Source: an optimization exercise on an open RTL-to-GDS flow (aim: a short achievable clock period and few clock cycles per item). Production flows keep margins and buffers that such runs may drop.
In this exercise RTL edits were held to simulation tests only and were not proved equivalent to the original.

==> flow/design.v, too long to show whole: its modules and the start of the top module <==
// module ALU: 1926 lines
module ALU(
    clk,
    rst_n,
    valid,
    ready,
    mode,
    in_A,
    in_B,
    out
);
  // ...
==> flow/run.sh <==
#!/bin/bash
# synth_recipe.tcl (not shown) runs the flow's synth.tcl, then flattens the netlist and writes it again
# the make line also repeats each setting of config.mk as NAME=value (left out here)
make -C /OpenROAD-flow-scripts/flow DESIGN_CONFIG=/design/flow/config.mk WORK_HOME=/design/flow/orfs CLKGATE_MAP_FILE= SYNTH_SCRIPT=/design/flow/synth_recipe.tcl finish
==> flow/config.mk <==
export PLATFORM = sky130hd
export DESIGN_NAME = ALU
export DESIGN_NICKNAME = ALU
export VERILOG_FILES = /design/flow/design.v
export SDC_FILE = /design/flow/constraint.sdc
export NUM_CORES = 4
export LEC_CHECK = 0
export CAP_MARGIN = 30
export CORE_MARGIN = 2
export CORE_UTILIZATION = 45
export PLACE_DENSITY = 0.6
export SETUP_SLACK_MARGIN = 4.6
export SLEW_MARGIN = 30
==> flow/constraint.sdc <==
create_clock -name core_clock -period 8.0 [get_ports {clk}]
set_input_delay 1.6000 -clock core_clock [delete_from_list [all_inputs] [get_ports {clk}]]
set_output_delay 1.6000 -clock core_clock [all_outputs]
set_load 0.01 [all_outputs]
==> summary.md, run 1 <==
| Metric | Value |
|---|---|
| Clock latency on the worst-skew pair | `0.79 ns` |
| Synth Area in Adders | `0.251` |
| Filler cells | `12257` |
| Tmin final | `4.60 ns` |
| Overall Global Routing Usage | `0.459` |
| Iteration-0 DRC count of the detailed router | `10997` |
| Skew final | `0.0657 ns` |
| TAP cells | `just over 2000` |
| Hold Crit Start | `mp_0_1` |
| Routed Antenna Nets | `0` |
| Antenna diodes | `44` |
| Post-route DRC | `0` |
| WHS Path Cells | `1` |
| Top cell type's share of synthesized area | `0.173` |
| Post-layout util | `0.630` |
| Status | `complete, no violations` |
| Clock-cell share | `0.0331` |
| Placed Instances | `9482` |
| Num sequential | `around 750` |
| Wire length on met1 | `137 mm` |
| Hold Fails Final Rpt | `0` |
| Multi-input combinational area share | `0.589` |
Testbench counts, summed over its fixed seeds: cycles 5,003, items 1,920.
==> inputs of run 2 (changes only) <==
--- a/flow/design.v
+++ b/flow/design.v
@@ -1846,56 +1846,55 @@
                      ({32{sel[6]}} & t6[31:0]) | ({32{sel[7]}} & t7[31:0]);
     wire [31:0] logic_res;
     generate
         for (gi = 0; gi < 32; gi = gi + 1) begin : g_logic
             assign logic_res[gi] = (in_A[gi] & in_B[gi]) | (mode[0] & (in_A[gi] | in_B[gi]));
         end
     endgenerate
     reg [31:0] lg_r;                   
-    reg [31:0] amb_r, a_r;             
+    reg [31:0] scr_r;                  
     reg [31:0] mlo_r, mhi0_r, mhi1_r;  
-    reg        os_lg, os_s0, os_s1, os_dv, os_m, os_m0, os_m1;
+    reg        os_lg, os_sc, os_s1, os_dv, os_m, os_m0, os_m1;
     always @(posedge clk) begin
         lg_r   <= logic_res;
-        amb_r  <= a_minus_b;
-        a_r    <= in_A;
+        scr_r  <= ge1 ? a_minus_b : in_A;
         mlo_r  <= mul_lo[31:0];
         mhi0_r <= mul_hi0;
         mhi1_r <= mul_hi1;
         if (idle) begin
             out_r  <= {div0_val[64:33], div0_val[31:0]};
             qtop_r <= div0_val[32];
         end else begin
             out_r  <= {rd, out_r[28:0], qd};
             qtop_r <= out_r[29];
         end
     end
     assign ready = ready_r;
-    assign out[63:32] = ({32{os_s1}} & amb_r) | ({32{os_s0}} & a_r) |
+    assign out[63:32] = ({32{os_sc}} & scr_r) |
                         ({32{os_dv}} & out_r[63:32]) |
                         ({32{os_m0}} & mhi0_r) | ({32{os_m1}} & mhi1_r);
     assign out[31:0]  = ({32{os_lg}} & lg_r) | {31'b0, os_s1} |
                         ({32{os_dv}} & out_r[31:0]) | ({32{os_m}} & mlo_r);
     wire go = idle & valid;
     always @(posedge clk or negedge rst_n) begin
         if (!rst_n) begin
             state   <= IDLE;
             ready_r <= 1'b0;
             cnt     <= 11'd0;
             os_lg   <= 1'b0;
-            os_s0   <= 1'b0;
+            os_sc   <= 1'b0;
             os_s1   <= 1'b0;
             os_m    <= 1'b0;
             os_dv   <= 1'b0;
             os_m0   <= 1'b0;
             os_m1   <= 1'b0;
         end else begin
             os_lg <= go & mode[1];
-            os_s0 <= go & (mode == 2'd1) & qsmall & ~ge1;
+            os_sc <= go & (mode == 2'd1) & qsmall;
             os_s1 <= go & (mode == 2'd1) & qsmall & ge1;
             os_m  <= (state == MUL2);
             os_dv <= (state == DIVD) & cnt[0];
             os_m0 <= (state == MUL2) & ~mul_lo[32];
             os_m1 <= (state == MUL2) & mul_lo[32];
             ready_r <= 1'b0;
             case (state)
                 IDLE: begin
==> flow/config.mk (replaced) <==
export PLATFORM = sky130hd
export DESIGN_NAME = ALU
export DESIGN_NICKNAME = ALU
export VERILOG_FILES = /design/flow/design.v
export SDC_FILE = /design/flow/constraint.sdc
export NUM_CORES = 4
export LEC_CHECK = 0
export CAP_MARGIN = 30
export CORE_MARGIN = 2
export CORE_UTILIZATION = 45
export PLACE_DENSITY = 0.6
export SETUP_SLACK_MARGIN = 4
export SLEW_MARGIN = 30
==> summary.md, run 2 <==
| Metric | Value |
|---|---|
| Number of synthesized flops with an enable pin | `131 (unchanged)` |
| Synth Flop Type | `dfxtp_1 (unchanged)` |
| I/O Pins | `134 (unchanged)` |
| DR vias/cell | `6.57 (was 6.66)` |
| Synth top cells by count | `929 x inv_1, 786 x xnor2_1, 631 x ha_1, 608 x a22oi_1, 564 x dfxtp_1 (was 906 x inv_1, 775 x xnor2_1, 631 x ha_1, 596 x dfxtp_1, 583 x a22oi_1)` |
| Port buffer count | `133 (unchanged)` |
| Die extent in y | `395 um (was 396 um)` |
| First-pass GRT wire length | `472 mm (was 510 mm)` |
| Top area cells in the synthesized netlist | `dfxtp_1 16%, fa_1 14%, ha_1 11% (was dfxtp_1 17%, fa_1 14%, ha_1 11%)` |
| CTS clk-pin slew, worst paths | `0.06 ns (was 0.07 ns)` |
| Met3 GRT Util | `0.136 (was 0.191)` |
| Hold Buf Count CTS | `0 (unchanged)` |
| Crit Path Max Fanout | `3 (was 11)` |
| WS Path Type | `reg -> out (unchanged)` |
| Initial antenna violation count | `27 (was 34)` |
| GRT overflow | `0 (unchanged)` |
| Async SR Flop Fraction | `0.0293 (was 0.0281)` |
| Synth Area per Inst | `8.90 um2 (was 9.01 um2)` |
| Slew margin rel. | `0.291 (was 0.210)` |
| FP Rows | `143 (unchanged)` |
| Most frequent cell after synthesis | `inv_1 (unchanged)` |
| Worst Setup End Kind | `output pin (unchanged)` |
| Tmin final | `4.28 ns (was 4.60 ns)` |
| Die width | `395 um (was 396 um)` |
| Overall Global Routing Usage | `0.419 (was 0.459)` |
| Net count, final | `9259 (was 9628)` |
| Most frequent cells in the layout | `860 x inv_1, 772 x xnor2_1, 534 x dfxtp_1 (was 737 x inv_1, 681 x xnor2_1, 558 x dfxtp_1, 558 x buf_4, 467 x ha_1)` |
| Top cell type's share of synthesized area | `0.164 (was 0.173)` |
| Root buf cell | `clkbuf_16 (unchanged)` |
| Skew final | `0.0586 ns (was 0.0657 ns)` |
| Clk sinks | `716 (was 748)` |
| Layout cells sized above 1 | `0.215 (was 0.347)` |
| Initial Utilization | `0.453 (was 0.454)` |
| Largest net degree at the start of global routing | `99 (was 77)` |
| Met1 Usage GRT | `0.527 (was 0.569)` |
| Slew of the pin with the lowest slew margin | `1.06 ns (was 1.18 ns)` |
| Hold crit path type | `reg -> reg (unchanged)` |
| Post-route DRC | `0 (unchanged)` |
| Post-Synthesis Cells | `7723 (was 7660)` |
| CP max-delay cell | `a222oi_1 (unchanged)` |
| DIE AREA | `156000 um2 (was 157000 um2)` |
| Busiest grt layer | `met2 (unchanged)` |
| Max FFs per register | `64 (unchanged)` |
| Hold Fails Final Rpt | `0 (unchanged)` |
| TNS Setup | `0 ns (unchanged)` |
| Syn_nets | `8892 (was 8829)` |
| Ys Warns | `1 (unchanged)` |
| TritonCTS clock tree | `done (unchanged)` |
| Status | `complete, no violations (unchanged)` |
| RSZ-0062 raised after global routing | `true (unchanged)` |
| #FFs+latches synth | `716 (was 748)` |
| Total Routed Length | `341 mm (was 377 mm)` |
| Clk buf depth | `3 (unchanged)` |
| Maxcap violations | `0 (unchanged)` |
| Post-route design area | `85600 um2 (was 95800 um2)` |
| Routed Antenna Nets | `0 (unchanged)` |
| Clock latency on the worst-skew pair | `0.78 ns (was 0.79 ns)` |
| Synth unique cells | `98 (was 117)` |
| Setup-failing EPs final | `0 (unchanged)` |
| Most common cell after layout, fill and taps aside | `inv_1 (unchanged)` |
| Top reg by flops | `out_r (unchanged)` |
| Core footprint | `152000 um2 (about the same)` |
| CP Cell Sequence | `buf_12, buf_16, buf_8, a222oi_1, inv_1, buf_2 (was buf_12, a222oi_1, nand2_2, buf_6)` |
| Met2 Use GR | `0.597 (was 0.638)` |
| DP Area | `73300 um2 (was 75000 um2)` |
| Top cell type by total area after synthesis | `dfxtp_1 (unchanged)` |
| Fmax | `0.234 GHz (was 0.217 GHz)` |
| RePlAce Congestion | `1.01 (was 0.995)` |
| Biggest regs | `out_r: 64 flops, m5_r: 35 flops (was out_r: 64 flops, m5_r: 35 flops, m7_r: 34 flops)` |
| Post-DR wirelength/cell | `33.4 um (was 35.6 um)` |
| Worst Path Arrival | `2.68 ns (was 3.00 ns)` |
| Startpoint Class | `register (unchanged)` |
| Synthesized cell area | `68800 um2 (was 69000 um2)` |
| Layout area overhead | `24.4% (was 38.8%)` |
| Slowest stage delay, CP | `0.79 ns (was 1.02 ns)` |
| H-tree depth | `3 (unchanged)` |
| Vias in the first global route | `64291 (was 66744)` |
| Hpwl dp | `222 mm (was 220 mm)` |
| Sequential cell area fraction in the yosys report | `0.229 (was 0.237)` |
| Vias | `67089 (was 70643)` |
| Slew Limit Fails | `0 (unchanged)` |
| Iteration-0 DRC count of the detailed router | `9361 (was 10997)` |
| TritonRoute pass-1 iters | `13 (was 17)` |
| WP data required | `6.40 ns (about the same)` |
| Total CTS buffers | `91 (unchanged)` |
| Fin crit share | `0.535 (was 0.576)` |
==> run 2: cell count changes after synthesis, moves of 14 or more <==
cell | previous run | this run
dfxtp_1 | 596 | 564
mux2i_1 | 12 | 43
nor2_1 | 322 | 350
a222oi_1 | 100 | 75
a22oi_1 | 583 | 608
inv_1 | 906 | 929
nand2_1 | 387 | 367
a21oi_1 | 473 | 455
clkbuf_1 | 339 | 356
o31ai_1 | 17 | 34
or3_1 | 24 | 40
xor2_1 | 121 | 105
a2111oi_0 | 8 | 22
o21ai_1 | 21 | 7
==> run 2: kinds of logic (layout without fill, tap and decap cells) <==
group,Yosys count,after routing,synth area share
other cells,0,18,0
xor+xnor,891,891,0.113
flops,716,716,0.229
mux,62,78,0.00937
compound gates,2277,2278,0.231
buf+inv,1432,1853,0.0797
simple gates,1243,1245,0.0856
fa+ha+maj,1102,1102,0.252
==> run 2: layout make-up <==
class                           count  area, um2
Fill cell                       13361      66300
Antenna cell                       18       45.0
Clock buffer                      135       2710
Timing Repair inverter              3       36.3
Inverter                          937       3930
Tap cell                         2030       2540
Multi-Input combinational cell   5594      52400
Sequential cell                   716      15800
Timing Repair Buffer              747       7630
Clock inverter                     31        455
==> run 2: path summary, 6_finish.rpt <==
| check | start | to | slack, ns | cells past startpoint |
|---|---|---|---|---|
| setup / recovery | os_dv | out[28] | 3.72 | 6 |
| hold / removal | mp_0_1 | mlo_r[0] | 0.45 | 1 |
| setup reg to reg | mp_8_2 | mlo_r[31] | 3.81 | 17 |
| hold reg to reg | mp_0_1 | mlo_r[0] | 0.45 | 1 |
| max in group asynchronous | rst_n | os_dv | 6.23 | 2 |
| min in group asynchronous | rst_n | os_m1 | 1.30 | 2 |
==> run 2: critical path, delay by kind of cell, from the launching register on <==
kind / cells / cell delay [ns]
buffers and inverters: 5 / 0.68
AOI/OAI and AO/OA: 1 / 0.79
DFF: 1 / 0.45
==> run 2: what timing repair did <==
action                                  CTS  global route
cloned                                   30            10
setup buffers                           257           165
endpoints found under the setup margin  494           238
resized for setup                       810           506
pin swaps                               205           304
==> run 2: per-stage QoR <==
stage          hold WS (ns)  instances  utilization  setup slack, ns
3_5_place_dp          0.427       9563        0.482             1.49
6_report              0.448      10211        0.563             3.72
4_1_cts               0.448      10016        0.540             3.66
2_1_floorplan         0.420       7723            -             3.45
5_1_grt               0.478      10196        0.563             3.73
3_3_place_gp          0.432       9557        0.482             1.59
==> run 2: metal layers <==
layer / up-vias / routed length, um
met2: 5089 / 137000
met4: 24 / 32200
li1: 27920 / -
met1: 32548 / 126000
met3: 1508 / 45600
met5: - / 287
Testbench counts of run 2, summed over its fixed seeds: cycles 5,003, items 1,920.
==> inputs of run 3 (changes only) <==
--- a/flow/config.mk
+++ b/flow/config.mk
@@ -9,4 +9,4 @@
 export CORE_MARGIN = 2
-export CORE_UTILIZATION = 45
-export PLACE_DENSITY = 0.6
+export CORE_UTILIZATION = 40
+export PLACE_DENSITY = 0.55
 export SETUP_SLACK_MARGIN = 4
==> summary.md, run 3 <==
| Metric | Value |
|---|---|
| Status | `complete, no violations (unchanged)` |
| Top reg by flops | `out_r (unchanged)` |
| Synth Flop Type | `dfxtp_1 (unchanged)` |
| RePlAce Congestion | `1.02 (was 1.01)` |
| Post-route DRC | `0 (unchanged)` |
| Die width | `419 um (was 395 um)` |
| Syn_nets | `8892 (unchanged)` |
| Overall Global Routing Usage | `0.378 (was 0.419)` |
| RSZ-0062 raised after global routing | `true (unchanged)` |
| CTS clk-pin slew, worst paths | `0.06 ns (about the same)` |
| Fmax | `0.226 GHz (was 0.234 GHz)` |
| Layout cells sized above 1 | `0.212 (was 0.215)` |
| DIE AREA | `175000 um2 (was 156000 um2)` |
| Worst Setup End Kind | `output pin (unchanged)` |
| WS Path Type | `reg -> out (unchanged)` |
| Most frequent cells in the layout | `857 x inv_1, 765 x xnor2_1, 532 x dfxtp_1 (was 860 x inv_1, 772 x xnor2_1, 534 x dfxtp_1)` |
| Synthesized cell area | `68800 um2 (unchanged)` |
| TritonRoute pass-1 iters | `11 (was 13)` |
| Vias in the first global route | `64797 (was 64291)` |
| Filler cells | `15891 (was 13361)` |
| DP Area | `73500 um2 (was 73300 um2)` |
| Clock latency on the worst-skew pair | `0.76 ns (was 0.78 ns)` |
| Fin crit share | `0.552 (was 0.535)` |
| Reg-to-Reg Start | `mp_8_2 (unchanged)` |
| Number of synthesized flops with an enable pin | `131 (unchanged)` |
| Most frequent cell after synthesis | `inv_1 (unchanged)` |
| Post-Synthesis Cells | `7723 (unchanged)` |
| Reg2reg end | `mlo_r[25] (was mlo_r[31])` |
| Clk buf depth | `3 (unchanged)` |
| Synth unique cells | `98 (unchanged)` |
| Post-DR wirelength/cell | `33.2 um (was 33.4 um)` |
| Total CTS buffers | `92 (was 91)` |
| Layout area overhead | `24.5% (was 24.4%)` |
| Ys Warns | `1 (unchanged)` |
| Synth Area per Inst | `8.90 um2 (unchanged)` |
| Synth top cells by count | `929 x inv_1, 786 x xnor2_1, 631 x ha_1, 608 x a22oi_1, 564 x dfxtp_1 (unchanged)` |
| Top cell type by total area after synthesis | `dfxtp_1 (unchanged)` |
| H-tree depth | `3 (unchanged)` |
| First-pass GRT wire length | `476 mm (was 472 mm)` |
| TritonCTS clock tree | `done (unchanged)` |
| Tmin final | `4.42 ns (was 4.28 ns)` |
| Hpwl dp | `230 mm (was 222 mm)` |
| Core footprint | `171000 um2 (was 152000 um2)` |
| Net count, final | `9261 (was 9259)` |
| Clk sinks | `716 (unchanged)` |
| Vias | `66030 (was 67089)` |
| Post-route design area | `85600 um2 (about the same)` |
| Setup-failing EPs final | `0 (unchanged)` |
| Iteration-0 DRC count of the detailed router | `8840 (was 9361)` |
| Hold Fails Final Rpt | `0 (unchanged)` |
| DR vias/cell | `6.34 (was 6.57)` |
| Top cell type's share of synthesized area | `0.164 (unchanged)` |
| #FFs+latches synth | `716 (unchanged)` |
| Maxcap violations | `0 (unchanged)` |
| Startpoint Class | `register (unchanged)` |
| Top area cells in the synthesized netlist | `dfxtp_1 16%, fa_1 14%, ha_1 11% (unchanged)` |
| Worst reg-to-reg path cell count | `17 (unchanged)` |
| GRT overflow | `0 (unchanged)` |
| Routed Antenna Nets | `0 (unchanged)` |
| Hold crit path type | `reg -> reg (unchanged)` |
| CP Launch Point | `os_dv (unchanged)` |
| Crit Path Max Fanout | `4 (was 3)` |
| Biggest regs | `out_r: 64 flops, m5_r: 35 flops (unchanged)` |
| Skew final | `0.0463 ns (was 0.0586 ns)` |
| FP Rows | `152 (was 143)` |
| Die extent in y | `419 um (was 395 um)` |
| Largest net degree at the start of global routing | `95 (was 99)` |
| Initial antenna violation count | `13 (was 27)` |
| TNS Setup | `0 ns (unchanged)` |
| Max FFs per register | `64 (unchanged)` |
| R2r setup slk | `3.70 ns (was 3.81 ns)` |
| Crit path to | `out[22] (was out[28])` |
| Port buffer count | `133 (unchanged)` |
| WP data required | `6.40 ns (about the same)` |
| I/O Pins | `134 (unchanged)` |
| Most common cell after layout, fill and taps aside | `inv_1 (unchanged)` |
| Async SR Flop Fraction | `0.0293 (unchanged)` |
| Initial Utilization | `0.402 (was 0.453)` |
| Worst Path Arrival | `2.82 ns (was 2.68 ns)` |
| Total Routed Length | `346 mm (was 341 mm)` |
| Sequential cell area fraction in the yosys report | `0.229 (unchanged)` |
| Root buf cell | `clkbuf_16 (unchanged)` |
| Slew of the pin with the lowest slew margin | `1.10 ns (was 1.06 ns)` |
| Slew margin rel. | `0.268 (was 0.291)` |
| Slew Limit Fails | `0 (unchanged)` |
-- run 3: cell counts after synthesis --
No cell type changed its count.
-- run 3: logic make-up (layout without fill, tap and decap cells) --
group                    count (synthesis)  in the layout  synth area share
adder cells (fa/ha/maj)               1102           1102             0.252
buffers and inverters                 1432           1853            0.0797
flip-flops                             716            716             0.229
AO/OA/AOI/OAI                         2277           2278             0.231
XOR/XNOR                               891            891             0.113
other                                    0             13                 0
AND/OR/NAND/NOR                       1243           1248            0.0856
multiplexers                            62             78           0.00937
-- run 3: layer usage --
layer	track usage	wire length (um)	vias to the layer above
met5	0.00389	143	-
met4	0.285	32600	12
met3	0.0905	38100	1281
met2	0.564	144000	4310
met1	0.473	131000	32505
li1	-	-	27922
-- run 3: how the worst min path moves through the flow --
stage	cells after the start	start	slack [ns]	end
2_1_floorplan	1	mp_0_1	0.42	mlo_r[0]
3_3_place_gp	1	mp_0_1	0.43	mlo_r[0]
3_5_place_dp	1	mp_0_1	0.43	mlo_r[0]
4_1_cts	1	mp_0_1	0.45	mlo_r[0]
5_1_grt	1	mp_0_1	0.47	mlo_r[0]
6_report	1	mp_0_1	0.45	mlo_r[0]
-- run 3: worst max-delay path, cell delays in order (launching register included) --
cell and delay [ns]:
dfrtp_2 0.42, buf_12 0.14, buf_12 0.12, buf_16 0.13, a222oi_1 0.89, inv_1 0.16
buf_6 0.18
-- run 3: metrics by stage --
stage / hold WS (ns) / worst slack [ns] / utilization / cells
2_1_floorplan: 0.420 / 3.45 / - / 7723
3_3_place_gp: 0.429 / 1.17 / 0.429 / 9756
3_5_place_dp: 0.429 / 1.48 / 0.429 / 9770
4_1_cts: 0.446 / 3.63 / 0.477 / 10183
5_1_grt: 0.474 / 3.55 / 0.500 / 10402
6_report: 0.450 / 3.58 / 0.500 / 10412
-- run 3: area by class of cell --
type | instances | area [um2] | area share
repair inverters | 9 | 98.8 | 0.00115
flip-flops and latches | 716 | 15800 | 0.185
clock inverters | 36 | 453 | 0.00529
multi-input cells | 5597 | 52200 | 0.610
diodes | 13 | 32.5 | 0.000380
repair buffers | 739 | 7670 | 0.0896
clock buffers | 132 | 2640 | 0.0309
inverters | 937 | 3910 | 0.0456
well taps | 2233 | 2790 | 0.0326
-- run 3: timing repair --
action	CTS	global route
endpoints found under the setup margin	488	252
gates cloned	28	19
pin swaps	186	246
gates resized for setup	793	532
hold buffers	0	0
buffers inserted	217	196
hold endpoints to repair	0	0
==> inputs of run 4 (changes only) <==
--- a/flow/config.mk
+++ b/flow/config.mk
@@ -9,4 +9,4 @@
 export CORE_MARGIN = 2
-export CORE_UTILIZATION = 40
-export PLACE_DENSITY = 0.55
+export CORE_UTILIZATION = 50
+export PLACE_DENSITY = 0.62
 export SETUP_SLACK_MARGIN = 4
==> summary.md, run 4 <==
| Metric | Value |
|---|---|
| Status | `complete, no violations (unchanged)` |
| Post-route DRC | `0 (unchanged)` |
| Net count, final | `9280 (was 9261)` |
| DIE AREA | `141000 um2 (was 175000 um2)` |
| GRT overflow | `0 (unchanged)` |
| Met2 Use GR | `0.660 (was 0.564)` |
| Synth unique cells | `98 (unchanged)` |
| Vias in the first global route | `65047 (was 64797)` |
| Skew final | `0.0377 ns (was 0.0463 ns)` |
| Clk buf depth | `3 (unchanged)` |
| Number of synthesized flops with an enable pin | `131 (unchanged)` |
| Most frequent cells in the layout | `860 x inv_1, 759 x xnor2_1, 533 x dfxtp_1 (was 857 x inv_1, 765 x xnor2_1, 532 x dfxtp_1)` |
| Synthesized cell area | `68800 um2 (unchanged)` |
| DP Area | `72900 um2 (was 73500 um2)` |
| Slew Limit Fails | `0 (unchanged)` |
| Synth Flop Type | `dfxtp_1 (unchanged)` |
| Iteration-0 DRC count of the detailed router | `10162 (was 8840)` |
| Largest net degree at the start of global routing | `107 (was 95)` |
| Hold crit path type | `reg -> reg (unchanged)` |
| I/O Pins | `134 (unchanged)` |
| First-pass GRT wire length | `473 mm (was 476 mm)` |
| Post-route design area | `86000 um2 (was 85600 um2)` |
| WP data required | `6.40 ns (about the same)` |
| Clk sinks | `716 (unchanged)` |
| Async SR Flop Fraction | `0.0293 (unchanged)` |
| Post-layout util | `0.628 (was 0.500)` |
| CTS clk-pin slew, worst paths | `0.06 ns (about the same)` |
| Fin crit share | `0.534 (was 0.552)` |
| Die width | `375 um (was 419 um)` |
| Worst Path Arrival | `2.67 ns (was 2.82 ns)` |
| Initial Utilization | `0.502 (was 0.402)` |
| #FFs+latches synth | `716 (unchanged)` |
| Overall Global Routing Usage | `0.467 (was 0.378)` |
| Core footprint | `137000 um2 (was 171000 um2)` |
| TritonRoute pass-1 iters | `14 (was 11)` |
| Top cell type by total area after synthesis | `dfxtp_1 (unchanged)` |
| Biggest regs | `out_r: 64 flops, m5_r: 35 flops (unchanged)` |
| Maxcap violations | `0 (unchanged)` |
| Synth top cells by count | `929 x inv_1, 786 x xnor2_1, 631 x ha_1, 608 x a22oi_1, 564 x dfxtp_1 (unchanged)` |
| Root buf cell | `clkbuf_16 (unchanged)` |
| H-tree depth | `3 (unchanged)` |
| RePlAce Congestion | `1.01 (was 1.02)` |
| Most frequent cell after synthesis | `inv_1 (unchanged)` |
| Max FFs per register | `64 (unchanged)` |
| Layout area overhead | `25.1% (was 24.5%)` |
| Clock latency on the worst-skew pair | `0.76 ns (about the same)` |
| Worst Setup End Kind | `output pin (unchanged)` |
| Layout cells sized above 1 | `0.223 (was 0.212)` |
| Syn_nets | `8892 (unchanged)` |
| Top reg by flops | `out_r (unchanged)` |
| Crit Path Max Fanout | `9 (was 4)` |
| Hpwl dp | `221 mm (was 230 mm)` |
| Hold Fails Final Rpt | `0 (unchanged)` |
| Slew margin rel. | `0.262 (was 0.268)` |
| Most common cell after layout, fill and taps aside | `inv_1 (unchanged)` |
| Synth Area per Inst | `8.90 um2 (unchanged)` |
| Initial antenna violation count | `20 (was 13)` |
| Tmin final | `4.27 ns (was 4.42 ns)` |
| RSZ-0062 raised after global routing | `true (unchanged)` |
| Busiest grt layer | `met2 (unchanged)` |
| Met3 GRT Util | `0.164 (was 0.0905)` |
| Hold Buf Count CTS | `0 (unchanged)` |
| Total Routed Length | `341 mm (was 346 mm)` |
| Vias | `67611 (was 66030)` |
| Setup-failing EPs final | `0 (unchanged)` |
| WS Path Type | `reg -> out (unchanged)` |
| Sequential cell area fraction in the yosys report | `0.229 (unchanged)` |
| Port buffer count | `133 (unchanged)` |
| Filler cells | `11399 (was 15891)` |
| DR vias/cell | `6.77 (was 6.34)` |
| Met1 Usage GRT | `0.585 (was 0.473)` |
| Hold slack | `0.461 ns (was 0.450 ns)` |
| Post-Synthesis Cells | `7723 (unchanged)` |
| Total CTS buffers | `90 (was 92)` |
| Fmax | `0.234 GHz (was 0.226 GHz)` |
| TNS Setup | `0 ns (unchanged)` |
| Post-DR wirelength/cell | `34.2 um (was 33.2 um)` |
| Routed Antenna Nets | `0 (unchanged)` |
| Slew of the pin with the lowest slew margin | `1.10 ns (about the same)` |
| TritonCTS clock tree | `done (unchanged)` |
| Die extent in y | `375 um (was 419 um)` |
| FP Rows | `136 (was 152)` |
| Top cell type's share of synthesized area | `0.164 (unchanged)` |
| Top area cells in the synthesized netlist | `dfxtp_1 16%, fa_1 14%, ha_1 11% (unchanged)` |
| Ys Warns | `1 (unchanged)` |
| Startpoint Class | `register (unchanged)` |
run 4: cell counts after synthesis:
Identical to the previous run, type by type.
run 4: critical path: stages, from the launching register on:
cell and delay [ns]:
dfrtp_4 0.55, buf_12 0.19, buf_4 0.16, a22oi_2 0.71
nand2_1 0.12, clkbuf_2 0.17
run 4: cell families after synthesis:
| group | count (synthesis) | synth area share |
|---|---|---|
| xor gates and xnor gates | 891 | 0.113 |
| DFF | 716 | 0.229 |
| buffers and inverters | 1432 | 0.0797 |
| muxes | 62 | 0.00937 |
| and+or+nand+nor | 1243 | 0.0856 |
| AOI/OAI and AO/OA | 2277 | 0.231 |
| adders and majority gates | 1102 | 0.252 |
run 4: area by class of cell:
class                   count  area (um2)  area share
multi-input cells        5593       52900       0.615
flip-flops and latches    716       15800       0.184
repair buffers            769        7970      0.0926
inverters                 937        3830      0.0445
clock buffers             117        2530      0.0294
well taps                1794        2240      0.0261
clock inverters            50         704     0.00819
repair inverters            4        40.0    0.000465
diodes                      7        17.5    0.000204
run 4: worst paths after layout:
check	startpoint	end	slack, ns	cells after the start
setup / recovery	os_dv	out[35]	3.73	5
hold / removal	mp_0_0	mlo_r[0]	0.46	1
setup reg to reg	mp_12_2	mlo_r[31]	3.82	16
hold reg to reg	mp_0_0	mlo_r[0]	0.46	1
max in group asynchronous	rst_n	os_dv	6.30	2
min in group asynchronous	rst_n	os_m1	1.30	2
run 4: what timing repair did:
item	in CTS	in global routing
setup buffers	308	137
pin swaps	308	308
gates resized for setup	882	457
setup endpoints to repair	472	254
gates cloned	31	15
run 4: metrics by stage:
step,cells,worst slack [ns]
floorplan,7723,3.45
global placement,9317,1.36
detailed placement,9321,1.94
CTS,9827,3.84
global route,9983,3.74
finish,9987,3.73
run 4: per-layer routing:
layer / up-vias / share of wire
met5: - / 0.00057
met2: 5217 / 0.40
met1: 32920 / 0.37
met3: 1493 / 0.14
li1: 27965 / -
met4: 16 / 0.092
==> inputs of run 5 (changes only) <==
--- a/flow/config.mk
+++ b/flow/config.mk
@@ -9,4 +9,4 @@
 export CORE_MARGIN = 2
-export CORE_UTILIZATION = 50
-export PLACE_DENSITY = 0.62
+export CORE_UTILIZATION = 54
+export PLACE_DENSITY = 0.65
 export SETUP_SLACK_MARGIN = 4
==> summary.md, run 5 <==
| Metric | Value |
|---|---|
| WS Path Type | `reg -> out (unchanged)` |
| Post-Synthesis Cells | `7723 (unchanged)` |
| Top reg by flops | `out_r (unchanged)` |
| Synthesized cell area | `68800 um2 (unchanged)` |
| Core footprint | `126000 um2 (was 137000 um2)` |
| Synth Area per Inst | `8.90 um2 (unchanged)` |
| Setup ws final | `3.70 ns (was 3.73 ns)` |
| Hold Buf Count CTS | `0 (unchanged)` |
| Fmax | `0.233 GHz (was 0.234 GHz)` |
| Layout cells sized above 1 | `0.230 (was 0.223)` |
| Clk buf depth | `3 (unchanged)` |
| Hold crit path type | `reg -> reg (unchanged)` |
| Most frequent cell after synthesis | `inv_1 (unchanged)` |
| Initial antenna violation count | `19 (was 20)` |
| Reg2reg end | `mlo_r[31] (unchanged)` |
| Syn_nets | `8892 (unchanged)` |
| Synth Flop Type | `dfxtp_1 (unchanged)` |
| Hold Crit Start | `mp_0_1 (was mp_0_0)` |
| Fin crit share | `0.537 (was 0.534)` |
| Post-route design area | `85900 um2 (was 86000 um2)` |
| Total Routed Length | `335 mm (was 341 mm)` |
| Post-DR wirelength/cell | `34.1 um (was 34.2 um)` |
| Hpwl dp | `218 mm (was 221 mm)` |
| #FFs+latches synth | `716 (unchanged)` |
| Reg-to-Reg Start | `mp_10_0 (was mp_12_2)` |
| Status | `complete, no violations (unchanged)` |
| Number of synthesized flops with an enable pin | `131 (unchanged)` |
| RSZ-0062 raised after global routing | `true (unchanged)` |
| Synth top cells by count | `929 x inv_1, 786 x xnor2_1, 631 x ha_1, 608 x a22oi_1, 564 x dfxtp_1 (unchanged)` |
| Total CTS buffers | `89 (was 90)` |
| DP Area | `72600 um2 (was 72900 um2)` |
| TritonRoute pass-1 iters | `14 (unchanged)` |
| WP data required | `6.40 ns (about the same)` |
| Most common cell after layout, fill and taps aside | `inv_1 (unchanged)` |
| Iteration-0 DRC count of the detailed router | `10214 (was 10162)` |
| Top cell type's share of synthesized area | `0.164 (unchanged)` |
| Maxcap violations | `0 (unchanged)` |
| CP Cell Sequence | `buf_6, buf_16, buf_4, a22oi_2, nand2_2, buf_6 (was buf_12, buf_4, a22oi_2, nand2_1, clkbuf_2)` |
| TNS Setup | `0 ns (unchanged)` |
| Net count, final | `9271 (was 9280)` |
| Die extent in y | `361 um (was 375 um)` |
| DR vias/cell | `6.95 (was 6.77)` |
| Post-route DRC | `0 (unchanged)` |
| First-pass GRT wire length | `463 mm (was 473 mm)` |
| Slowest stage delay, CP | `0.57 ns (was 0.71 ns)` |
| CTS clk-pin slew, worst paths | `0.06 ns (about the same)` |
| Biggest regs | `out_r: 64 flops, m5_r: 35 flops (unchanged)` |
| Ys Warns | `1 (unchanged)` |
| Top cell type by total area after synthesis | `dfxtp_1 (unchanged)` |
| Largest net degree at the start of global routing | `88 (was 107)` |
| Setup-failing EPs final | `0 (unchanged)` |
| Max FFs per register | `64 (unchanged)` |
| Root buf cell | `clkbuf_16 (unchanged)` |
| Worst Setup End Kind | `output pin (unchanged)` |
| Port buffer count | `133 (unchanged)` |
| Filler cells | `10008 (was 11399)` |
| GRT overflow | `0 (unchanged)` |
| TritonCTS clock tree | `done (unchanged)` |
| I/O Pins | `134 (unchanged)` |
| DIE AREA | `130000 um2 (was 141000 um2)` |
| Initial Utilization | `0.545 (was 0.502)` |
| Sequential cell area fraction in the yosys report | `0.229 (unchanged)` |
| Startpoint Class | `register (unchanged)` |
| CP max-delay cell | `dfrtp_4 (was a22oi_2)` |
| H-tree depth | `3 (unchanged)` |
| Routed Antenna Nets | `0 (unchanged)` |
| Clk sinks | `716 (unchanged)` |
| Slew margin rel. | `0.276 (was 0.262)` |
| Worst reg-to-reg path cell count | `16 (unchanged)` |
| Most frequent cells in the layout | `843 x inv_1, 747 x xnor2_1, 533 x dfxtp_1 (was 860 x inv_1, 759 x xnor2_1, 533 x dfxtp_1)` |
| Clock latency on the worst-skew pair | `0.76 ns (about the same)` |
| Skew final | `0.0392 ns (was 0.0377 ns)` |
| FP Rows | `130 (was 136)` |
| Pre-CTS setup slack | `1.46 ns (was 1.94 ns)` |
| Slew of the pin with the lowest slew margin | `1.09 ns (was 1.10 ns)` |
| Async SR Flop Fraction | `0.0293 (unchanged)` |
| Top area cells in the synthesized netlist | `dfxtp_1 16%, fa_1 14%, ha_1 11% (unchanged)` |
| Most frequent CP cell | `buf_6` |
| Hold Fails Final Rpt | `0 (unchanged)` |
| Worst Path Arrival | `2.70 ns (was 2.67 ns)` |
| RePlAce Congestion | `1.02 (was 1.01)` |
| Slew Limit Fails | `0 (unchanged)` |
| R2r setup slk | `3.82 ns (about the same)` |
| Vias | `68333 (was 67611)` |
| Tmin final | `4.30 ns (was 4.27 ns)` |
| Crit path to | `out[37] (was out[35])` |
| Overall Global Routing Usage | `0.492 (was 0.467)` |
| Layout area overhead | `25.0% (was 25.1%)` |
| Vias in the first global route | `65160 (was 65047)` |
| Synth unique cells | `98 (unchanged)` |
| Crit Path Max Fanout | `7 (was 9)` |
| CP Launch Point | `os_dv (unchanged)` |
| Die width | `361 um (was 375 um)` |
==> run 5: timing repair <==
item / CTS / global route
pin swaps: 268 / 319
buffers inserted: 274 / 180
gates resized for setup: 918 / 577
cloned: 29 / 12
endpoints found under the setup margin: 477 / 265
==> run 5: cells by family (layout without fill, tap and decap cells) <==
family | Yosys count | count (layout) | synth area share
AO/OA/AOI/OAI | 2277 | 2277 | 0.231
buffers and inverters | 1432 | 1868 | 0.0797
AND/OR/NAND/NOR | 1243 | 1246 | 0.0856
adder cells (fa/ha/maj) | 1102 | 1102 | 0.252
XOR/XNOR | 891 | 891 | 0.113
flip-flops | 716 | 716 | 0.229
multiplexers | 62 | 74 | 0.00937
other | 0 | 12 | 0
==> run 5: final cells by class <==
class / instances / area (um2) / share of cell area
antenna: 12 / 30.0 / 0.000349
clock inverter: 49 / 577 / 0.00671
clock buffer: 114 / 2490 / 0.0290
multi-input combinational: 5590 / 52900 / 0.616
inverter: 937 / 3870 / 0.0450
timing repair inverter: 2 / 20.0 / 0.000233
timing repair buffer: 766 / 8130 / 0.0946
sequential: 716 / 15800 / 0.184
tap: 1650 / 2060 / 0.0240
==> run 5: metal layers <==
layer  routed length, um  up-vias  part of all wire  global-route usage
met4               32400       18             0.097               0.380
met1              119000    33073              0.36               0.606
met2              132000     5587              0.39               0.684
li1                    -    27966                 -                   -
met5                 162        -           0.00048                   0
met3               50800     1689              0.15               0.193
==> run 5: stage by stage <==
step	hold slack [ns]	util	cells
2_1_floorplan	0.420	-	7723
3_3_place_gp	0.432	0.576	9164
3_5_place_dp	0.444	0.576	9166
4_1_cts	0.461	0.650	9632
5_1_grt	0.463	0.682	9826
6_report	0.456	0.682	9836
==> run 5: worst min-delay path by stage <==
stage                           to  depth (start not counted)
final                     mlo_r[0]                          1
after global routing      mlo_r[0]                          1
after CTS                 mlo_r[0]                          1
after detailed placement  mlo_r[0]                          1
after global placement    mlo_r[0]                          1
after floorplan           mlo_r[0]                          1
==> run 5: worst max-delay path: cells and delay by family (launching register included) <==
family / cells / cell delay, ns
AOI/OAI and AO/OA: 1 / 0.54
buffers and inverters: 4 / 0.62
DFF: 1 / 0.57
and+or+nand+nor: 1 / 0.22
==> inputs of run 6 (changes only) <==
--- a/flow/config.mk
+++ b/flow/config.mk
@@ -9,5 +9,5 @@
 export CORE_MARGIN = 2
-export CORE_UTILIZATION = 54
-export PLACE_DENSITY = 0.65
-export SETUP_SLACK_MARGIN = 4
+export CORE_UTILIZATION = 45
+export PLACE_DENSITY = 0.6
+export SETUP_SLACK_MARGIN = 3.7
 export SLEW_MARGIN = 30
==> summary.md, run 6 <==
| Metric | Value |
|---|---|
| Status | `complete, no violations (unchanged)` |
| Largest family of logic cells by synthesized area | `adder cells (unchanged)` |
| TritonCTS clock tree | `done (unchanged)` |
| DIE AREA | `156000 um2 (was 130000 um2)` |
| DP Area | `72800 um2 (was 72600 um2)` |
| WS Path Type | `in -> reg (was reg -> out)` |
| Core footprint | `152000 um2 (was 126000 um2)` |
| Startpoint Class | `primary input (was register)` |
| Max FFs per register | `64 (unchanged)` |
| Synth Area in Adders | `0.252 (unchanged)` |
| Ys Warns | `1 (unchanged)` |
| Number of synthesized flops with an enable pin | `131 (unchanged)` |
| RSZ-0062 raised after global routing | `true (unchanged)` |
| Tmin final | `4.34 ns (was 4.30 ns)` |
| Initial antenna violation count | `19 (unchanged)` |
| CTS clk-pin slew, worst paths | `0.06 ns (about the same)` |
| Fin crit share | `0.543 (was 0.537)` |
| #FFs+latches synth | `716 (unchanged)` |
| Top cell type by total area after synthesis | `dfxtp_1 (unchanged)` |
| Net count, final | `8978 (was 9271)` |
| Fmax | `0.230 GHz (was 0.233 GHz)` |
| Worst Path Arrival | `4.94 ns (was 2.70 ns)` |
| Hold crit path type | `reg -> reg (unchanged)` |
| Met2 Use GR | `0.573 (was 0.684)` |
| Post-route DRC | `0 (unchanged)` |
| Synth Area per Inst | `8.90 um2 (unchanged)` |
| Post-route design area | `79700 um2 (was 85900 um2)` |
| Busiest grt layer | `met2 (unchanged)` |
| WP data required | `8.60 ns (was 6.40 ns)` |
| Die width | `395 um (was 361 um)` |
| DR vias/cell | `6.51 (was 6.95)` |
| Mux share of post-synthesis cell area | `0.00937 (unchanged)` |
| Initial Utilization | `0.453 (was 0.545)` |
| Routed Antenna Nets | `0 (unchanged)` |
| Skew final | `0.0501 ns (was 0.0392 ns)` |
| Clock latency on the worst-skew pair | `0.74 ns (was 0.76 ns)` |
| Filler cells | `14071 (was 10008)` |
| Vias in the first global route | `63486 (was 65160)` |
| Post-Synth Simple-Gate Area | `0.0856 (unchanged)` |
| Crit Path Max Fanout | `33 (was 7)` |
| GRT overflow | `0 (unchanged)` |
| Most frequent cell after synthesis | `inv_1 (unchanged)` |
| Hold Fails Final Rpt | `0 (unchanged)` |
| Top cell type's share of synthesized area | `0.164 (unchanged)` |
| Post-layout util | `0.525 (was 0.682)` |
| Layout area overhead | `16.0% (was 25.0%)` |
| Sequential cell area fraction in the yosys report | `0.229 (unchanged)` |
| Most frequent cells in the layout | `890 x inv_1, 785 x xnor2_1, 564 x ha_1 (was 843 x inv_1, 747 x xnor2_1, 533 x dfxtp_1)` |
| Vias | `64594 (was 68333)` |
| Most common cell after layout, fill and taps aside | `inv_1 (unchanged)` |
| Clk sinks | `716 (unchanged)` |
| Slew of the pin with the lowest slew margin | `1.02 ns (was 1.09 ns)` |
| Slew margin rel. | `0.317 (was 0.276)` |
| Top area cells in the synthesized netlist | `dfxtp_1 16%, fa_1 14%, ha_1 11% (unchanged)` |
| Hpwl dp | `223 mm (was 218 mm)` |
| Syn_nets | `8892 (unchanged)` |
| First-pass GRT wire length | `453 mm (was 463 mm)` |
| Setup-failing EPs final | `0 (unchanged)` |
| Maxcap violations | `0 (unchanged)` |
| Synth top cells by count | `929 x inv_1, 786 x xnor2_1, 631 x ha_1, 608 x a22oi_1, 564 x dfxtp_1 (unchanged)` |
| Port buffer count | `133 (unchanged)` |
| H-tree depth | `3 (unchanged)` |
| Root buf cell | `clkbuf_16 (unchanged)` |
| Post-Synthesis Cells | `7723 (unchanged)` |
| Overall Global Routing Usage | `0.398 (was 0.492)` |
| FP Rows | `143 (was 130)` |
| Largest net degree at the start of global routing | `109 (was 88)` |
| Post-Synth XOR/XNOR Area | `0.113 (unchanged)` |
| Post-DR wirelength/cell | `32.4 um (was 34.1 um)` |
| Layout cells sized above 1 | `0.133 (was 0.230)` |
| Met3 GRT Util | `0.101 (was 0.193)` |
| Compound-gate portion of the synthesized area | `0.231 (unchanged)` |
| Synth Flop Type | `dfxtp_1 (unchanged)` |
| RePlAce Congestion | `1.03 (was 1.02)` |
| Slew Limit Fails | `0 (unchanged)` |
| Biggest regs | `out_r: 64 flops, m5_r: 35 flops (unchanged)` |
| Iteration-0 DRC count of the detailed router | `9130 (was 10214)` |
| R2r setup slk | `3.71 ns (was 3.82 ns)` |
| I/O Pins | `134 (unchanged)` |
| Synth unique cells | `98 (unchanged)` |
| Die extent in y | `395 um (was 361 um)` |
| Total CTS buffers | `90 (was 89)` |
| Synthesized cell area | `68800 um2 (unchanged)` |
| TritonRoute pass-1 iters | `14 (unchanged)` |
| TNS Setup | `0 ns (unchanged)` |
| Worst Setup End Kind | `register (was output pin)` |
| Top reg by flops | `out_r (unchanged)` |
| Hold slack | `0.460 ns (was 0.456 ns)` |
| Clk buf depth | `3 (unchanged)` |
| Met1 Usage GRT | `0.519 (was 0.606)` |
| Total Routed Length | `322 mm (was 335 mm)` |
| Async SR Flop Fraction | `0.0293 (unchanged)` |
==> run 6: cell families (layout without fill, tap and decap cells) <==
kind of cell | count (synthesis) | after routing
compound gates | 2277 | 2278
xor+xnor | 891 | 891
fa+ha+maj | 1102 | 1102
buf+inv | 1432 | 1581
flops | 716 | 716
mux | 62 | 69
other cells | 0 | 10
simple gates | 1243 | 1248
==> run 6: metal layers <==
layer  vias up  part of all wire
met3      1149              0.12
met5         -           0.00033
met2      4463              0.41
li1      27362                 -
met1     31604              0.39
met4        16             0.084
==> run 6: through the flow <==
step / std cells / worst slack (ns)
detailed placement: 9571 / 1.49
CTS: 9867 / 3.55
finish: 9925 / 3.66
global placement: 9566 / 1.57
global route: 9915 / 3.58
floorplan: 7723 / 3.45
==> run 6: layout make-up <==
type	count	area [um2]	share of cell area
antenna	10	25.0	0.000314
clock buffer	130	2630	0.0329
clock inverter	38	641	0.00803
inverter	937	3770	0.0473
multi-input combinational	5588	50000	0.627
sequential	716	15800	0.198
tap	2030	2540	0.0319
timing repair buffer	475	4330	0.0543
timing repair inverter	1	8.76	0.000110
==> run 6: worst paths after layout <==
kind	from	end	cells after the start
max	in_B[19]	mp_35_5	10
min	mp_0_0	mlo_r[0]	1
max reg2reg	mp_32_0	mhi0_r[30]	12
min reg2reg	mp_0_0	mlo_r[0]	1
max in group asynchronous	rst_n	os_sc	2
min in group asynchronous	rst_n	os_m0	2
==> run 6: repair_timing <==
action | CTS | global route
pin swaps | 77 | 64
gates resized for setup | 355 | 217
setup buffers | 117 | 43
hold buffers | 0 | 0
hold endpoints to repair | 0 | 0
setup endpoints to repair | 420 | 203
gates cloned | 11 | 4
==> run 6: critical path, stage by stage <==
cell,delay [ns]
buf_2,0.23
buf_8,0.42
ha_1,0.26
mux2_8,0.40
a22oi_2,0.10
xnor2_1,0.18
fa_1,0.56
inv_1,0.06
fa_1,0.56
fa_2,0.45

static timing again, ports no longer ideal:
The results above use ideal ports. As a check the final layouts listed here were re-extracted and re-timed, cells and wires unchanged. Step 1, drivers: a clkbuf_16 drives clk and a buf_2 each remaining input, both assumed. Step 2 adds t to the input delays and takes it off the output delays; t is the mean of the earliest and latest rising clock arrival at the registers after step 1. Input paths then give back, and output paths get back, about the clock's delay inside the block. a / b / c = ideal ports / drivers / drivers and shift; a / b = the first two.
run | t (ns) | slack for setup (ns) | worst setup path at the end | latest minus earliest clock arrival (ns)
run 1 | 0.843 | 3.396 / 3.308 / 2.947 | input to register | 0.066 / 0.066
run 2 | 0.835 | 3.722 / 3.635 / 2.972 | input to register | 0.059 / 0.059
run 3 | 0.823 | 3.583 / 3.498 / 2.857 | input to register | 0.049 / 0.049
run 4 | 0.835 | 3.727 / 3.640 / 3.083 | input to register | 0.045 / 0.045
run 5 | 0.832 | 3.702 / 3.589 / 2.757 | input to register | 0.052 / 0.052
run 6 | 0.795 | 3.658 / 3.577 / 2.782 | input to register | 0.051 / 0.051
After both steps every run listed still meets setup and hold. The setup slack of run 5, which loses most, moves by -0.113 ns with the drivers and by -0.945 ns with both steps.
